What follows belongs to an exercise in optimizing a design on an open flow for small area, a short achievable clock period and few clock cycles; a production flow would make more cautious choices.
Function was checked by simulation only, so behaviour that the tests miss may differ from the original.

## mul
module mul (
    input wire clk,
    input wire rst_n,
    input wire [32-1:0] multiplicand_i,
    input wire [32-1:0] multiplier_i,
    input wire                       valid_in,
    input wire                       ctrl_ready_i,
    input wire [                3:0] op_i,
    input wire [ 5-1:0] reg_waddr_i,
    input wire [3-1:0] commit_id_i,
    output reg [32-1:0] result_o,
    output reg                       valid_o,
    output reg [ 5-1:0] reg_waddr_o,
    output reg [3-1:0] commit_id_o
);
Size: about 3,200 cells after synthesis, about 330 flip-flops, roughly 120 I/O pins, roughly 35,000 um2 of cells after synthesis.
clock: 10.0 ns
lec_check: 0
cap_margin: 20
core_margin: 2
core_utilization: 40
cts_buf_list: sky130_fd_sc_hd__clkbuf_4 sky130_fd_sc_hd__clkbuf_8
cts_cluster_size: 30
place_density: 0.65
setup_slack_margin: 5
slew_margin: 20
tns_end_percent: 100
standard.sh (not shown) runs the stock make flow with config.mk's settings and CLKGATE_MAP_FILE= SYNTH_SCRIPT=/design/flow/synth_recipe.tcl, a recipe that flattens the netlist after the stock synthesis.
==> flow/flow/run.sh <==
#!/bin/bash
set -o pipefail
bash standard.sh SETUP_SLACK_MARGIN=6.0 "BUFFER_PORTS_ARGS=-buffer_cell sky130_fd_sc_hd__buf_2" finish > standard_flow.log 2>&1
Testbench counts at the start, summed over its fixed seeds: cycles 8,824.
Next try:
==> flow/flow/run.sh (replaced) <==
#!/bin/bash
set -o pipefail
bash standard.sh SETUP_SLACK_MARGIN=6.1 "BUFFER_PORTS_ARGS=-buffer_cell sky130_fd_sc_hd__buf_2" finish > standard_flow.log 2>&1
=>
- The new run went through all stages and came out clean
- clock-buffer cell count is lower by 14
- cell count is about the same
- synthesized cell count is unchanged
- routed wire length is lower by 0.74%
- hold slack is about the same
- setup slack improves by 0.075 ns
- core utilization is higher by 0.59 points
- register-to-register slack improves by 0.08 ns

========
mul again, from the RTL that the note above started with.
Design mul, start of the top module:
module mul (
    input wire clk,
    input wire rst_n,
    input wire [32-1:0] multiplicand_i,
    input wire [32-1:0] multiplier_i,
    input wire                       valid_in,
    input wire                       ctrl_ready_i,
    input wire [                3:0] op_i,
    input wire [ 5-1:0] reg_waddr_i,
    input wire [3-1:0] commit_id_i,
    output reg [32-1:0] result_o,
    output reg                       valid_o,
    output reg [ 5-1:0] reg_waddr_o,
    output reg [3-1:0] commit_id_o
);
Settings: LEC_CHECK=0, CAP_MARGIN=20, CORE_MARGIN=2, CORE_UTILIZATION=40, CTS_BUF_LIST=sky130_fd_sc_hd__clkbuf_4 sky130_fd_sc_hd__clkbuf_8, CTS_CLUSTER_SIZE=30, PLACE_DENSITY=0.8, SETUP_SLACK_MARGIN=5, SLEW_MARGIN=20, TNS_END_PERCENT=100; clock period 10.0 ns.
==> flow/flow/run.sh <==
#!/bin/bash
set -o pipefail
bash standard.sh SETUP_SLACK_MARGIN=6.0 "BUFFER_PORTS_ARGS=-buffer_cell sky130_fd_sc_hd__buf_2" finish > standard_flow.log 2>&1
The first run produced a clean layout.
Testbench counts at the start, summed over its fixed seeds: cycles 8,824.
Then changed:
==> flow/flow/run.sh (replaced) <==
#!/bin/bash
set -o pipefail
bash standard.sh SETUP_SLACK_MARGIN=5.8 finish > standard_flow.log 2>&1
--- a/flow/config.mk
+++ b/flow/config.mk
@@ -10,5 +10,3 @@
 export CORE_UTILIZATION = 40
-export CTS_BUF_LIST = sky130_fd_sc_hd__clkbuf_4 sky130_fd_sc_hd__clkbuf_8
-export CTS_CLUSTER_SIZE = 30
-export PLACE_DENSITY = 0.8
+export PLACE_DENSITY = 0.65
 export SETUP_SLACK_MARGIN = 5
After rerunning: The new run produced a clean layout; wire length grows by 3.9%; final cell count shrinks by 0.86%; final area grows by 0.73%; worst setup slack degrades by 0.049 ns.
Then changed:
==> flow/flow/run.sh (replaced) <==
#!/bin/bash
set -o pipefail
bash standard.sh SETUP_SLACK_MARGIN=6.5 finish > standard_flow.log 2>&1
What happened:
- setup slack is better by 0.41 ns
- sequential share of layout area fell by 3.1 points
- worst hold slack stays flat
- wire length increases by about 14%
- core utilization is higher by 6.1 points
- non-clock buffer count goes up by 175
- clock skew stays flat
- synthesized area stays the same
- count of clock-buffer cells in the layout does not change

========
mul again, from the RTL that the note above started with.
clock: 10.0 ns
lec_check: 0
cap_margin: 20
core_margin: 2
core_utilization: 40
place_density: 0.65
setup_slack_margin: 5
slew_margin: 20
tns_end_percent: 100
run.sh (not shown) runs the stock make flow with config.mk's settings and CLKGATE_MAP_FILE= SYNTH_SCRIPT=/design/flow/synth_recipe.tcl, a recipe that flattens the netlist after the stock synthesis.
Stock flow here: none of the scripts above is used.
Testbench counts at the start, summed over its fixed seeds: cycles 8,824.
==> next run, changes <==
==> flow/flow/run.sh (new file) <==
#!/bin/bash
set -o pipefail
bash standard.sh SETUP_SLACK_MARGIN=6.0 finish > standard_flow.log 2>&1
==> flow/standard.sh (new file) <==
#!/bin/bash
# synth_recipe.tcl (not shown) runs the flow's synth.tcl, then flattens the netlist and writes it again
# the make line also repeats each setting of config.mk as NAME=value (left out here)
make -C /OpenROAD-flow-scripts/flow DESIGN_CONFIG=/design/flow/config.mk WORK_HOME=/design/flow/orfs CLKGATE_MAP_FILE= SYNTH_SCRIPT=/design/flow/synth_recipe.tcl "${@:-finish}"
ABC_AREA = 1   (was default)
removed: flow/run.sh
The new run finished with timing, DRC and antenna clean.
Die area rose by 1.4%.
Cell count went up by 12%.
Register-to-register slack improved by 0.52 ns.
Global-route usage stays flat.
Synthesized cell count rises by 13%.
Clock-buffer cell count increases by 2.

========
Starting RTL as in the previous note.
Design mul, start of the top module:
module mul (
    input wire clk,
    input wire rst_n,
    input wire [32-1:0] multiplicand_i,
    input wire [32-1:0] multiplier_i,
    input wire                       valid_in,
    input wire                       ctrl_ready_i,
    input wire [                3:0] op_i,
    input wire [ 5-1:0] reg_waddr_i,
    input wire [3-1:0] commit_id_i,
    output reg [32-1:0] result_o,
    output reg                       valid_o,
    output reg [ 5-1:0] reg_waddr_o,
    output reg [3-1:0] commit_id_o
);
    wire en = ctrl_ready_i;
    wire op_mulh   = (op_i == 4'b0010);
    wire op_mulhsu = (op_i == 4'b0100);
    wire op_mulhu  = (op_i == 4'b1000);
    wire a_sext = (op_mulh | op_mulhsu) & multiplicand_i[31];
    wire b_sext = op_mulh & multiplier_i[31];
    wire [32:0] a_d  = {a_sext, multiplicand_i};
    wire        hi_d = op_mulh | op_mulhsu | op_mulhu;
    wire [34:0] bx = {b_sext, b_sext, multiplier_i, 1'b0};   
    wire [16:0] one_d, two_d, neg_d;
    genvar g;
    generate for (g = 0; g < 17; g = g + 1) begin : enc
  ...
Settings: LEC_CHECK=0, CAP_MARGIN=20, CORE_MARGIN=2, CORE_UTILIZATION=40, PLACE_DENSITY=0.65, SETUP_SLACK_MARGIN=5, SLEW_MARGIN=20, TNS_END_PERCENT=100; clock period 10.0 ns.
standard.sh (not shown) runs the stock make flow with config.mk's settings and CLKGATE_MAP_FILE= SYNTH_SCRIPT=/design/flow/synth_recipe.tcl, a recipe that flattens the netlist after the stock synthesis.
==> flow/flow/run.sh <==
#!/bin/bash
set -o pipefail
bash standard.sh SETUP_SLACK_MARGIN=6.2 finish > standard_flow.log 2>&1
Testbench counts at the start, summed over its fixed seeds: cycles 8,824.
Rerun with:
==> flow/flow/run.sh (replaced) <==
#!/bin/bash
set -o pipefail
bash standard.sh SETUP_SLACK_MARGIN=6.0 finish > standard_flow.log 2>&1
Outcome: Die area stays the same. Maximum frequency goes down by 2.4%. Global-route usage stays flat. Wire length went down by 5.8%. Worst setup slack gets worse by 95 ps. Design area came out lower by 5.1%. Synthesized area stays the same. Non-clock buffer count falls by 90.
Rerun with:
==> flow/flow/run.sh (replaced) <==
#!/bin/bash
set -o pipefail
bash standard.sh SETUP_SLACK_MARGIN=6.0 "BUFFER_PORTS_ARGS=-buffer_cell sky130_fd_sc_hd__buf_2" finish > standard_flow.log 2>&1
- CTS_BUF_LIST: default -> sky130_fd_sc_hd__clkbuf_4 sky130_fd_sc_hd__clkbuf_8
- CTS_CLUSTER_SIZE: default -> 30
- TNS_END_PERCENT: 100 -> 10
Setup slack loses 130 ps. Maximum frequency decreases by 3.1%. Routed wire length is about the same. Core utilization decreases by 1.2 points. Clock-buffer cell count increases by 34.
Rerun with:
==> flow/flow/run.sh (replaced) <==
#!/bin/bash
set -o pipefail
bash standard.sh SETUP_SLACK_MARGIN=6.2 finish > standard_flow.log 2>&1
- CORE_UTILIZATION: 40 -> 55
- CTS_BUF_LIST: sky130_fd_sc_hd__clkbuf_4 sky130_fd_sc_hd__clkbuf_8 -> default
- CTS_CLUSTER_SIZE: 30 -> default
- PLACE_DENSITY: 0.65 -> 0.75
- TNS_END_PERCENT: 10 -> 100
What happened: The changed run finished clean. Global-route usage is higher by 11 points. Cell area is higher by 7.8%. Final cell count is lower by about 6%. Utilization is higher by 22 points.

[afterwards: timing with drivers on the ports]
The flow's constraints put no driver on any port. The routed layouts listed below were extracted and timed again, unchanged, in two steps. Step 1: set_driving_cell puts a clkbuf_16 on clk and a buf_2 on each other input, an assumption about the parent block. Step 2 times the ports against the registers' clock, not the clock port: input delays grow and output delays shrink by t, the midpoint of the rising clock arrivals with the driver on. Slacks: ideal / step 1 / step 2; pairs: ideal / step 1.
| run | t, ns | slack for setup (ns) | latest minus earliest clock arrival (ns) | slew at the worst register clock pin (ns) | worst slew at a driven data input, ns |
|---|---|---|---|---|---|
| the first run of note 1 | 0.772 | 6.035 / 6.035 / 6.035 | 0.058 / 0.058 | 0.08 / 0.08 | 0.06 |
| the second run of note 1 | 0.753 | 6.110 / 6.110 / 5.819 | 0.049 / 0.048 | 0.08 / 0.08 | 0.06 |
| the first run of note 2 | 0.788 | 5.909 / 5.909 / 5.893 | 0.063 / 0.063 | 0.09 / 0.09 | 0.05 |
| the second run of note 2 | 0.649 | 5.859 / 5.859 / 5.616 | 0.029 / 0.029 | 0.06 / 0.06 | 0.06 |
| the third run of note 2 | 0.670 | 6.270 / 6.270 / 6.008 | 0.035 / 0.034 | 0.07 / 0.07 | 0.05 |
| the first run of note 3 | 0.651 | 5.465 / 5.465 / 5.465 | 0.027 / 0.027 | 0.06 / 0.06 | 0.06 |
| the second run of note 3 | 0.673 | 5.989 / 5.989 / 5.667 | 0.028 / 0.028 | 0.07 / 0.07 | 0.08 |
| the first run of note 4 | 0.651 | 6.151 / 6.151 / 5.730 | 0.023 / 0.023 | 0.07 / 0.07 | 0.06 |
| the second run of note 4 | 0.647 | 6.056 / 6.056 / 5.634 | 0.029 / 0.028 | 0.06 / 0.06 | 0.06 |
| the third run of note 4 | 0.758 | 5.930 / 5.930 / 5.930 | 0.051 / 0.050 | 0.07 / 0.07 | 0.06 |
| the fourth run of note 4 | 0.647 | 6.177 / 6.177 / 5.892 | 0.028 / 0.029 | 0.06 / 0.06 | 0.06 |
After both steps setup and hold are still met in every run listed. For the second run of note 4, which loses most, drivers alone change the setup slack by 0.000 ns; drivers and shift together by -0.422 ns.
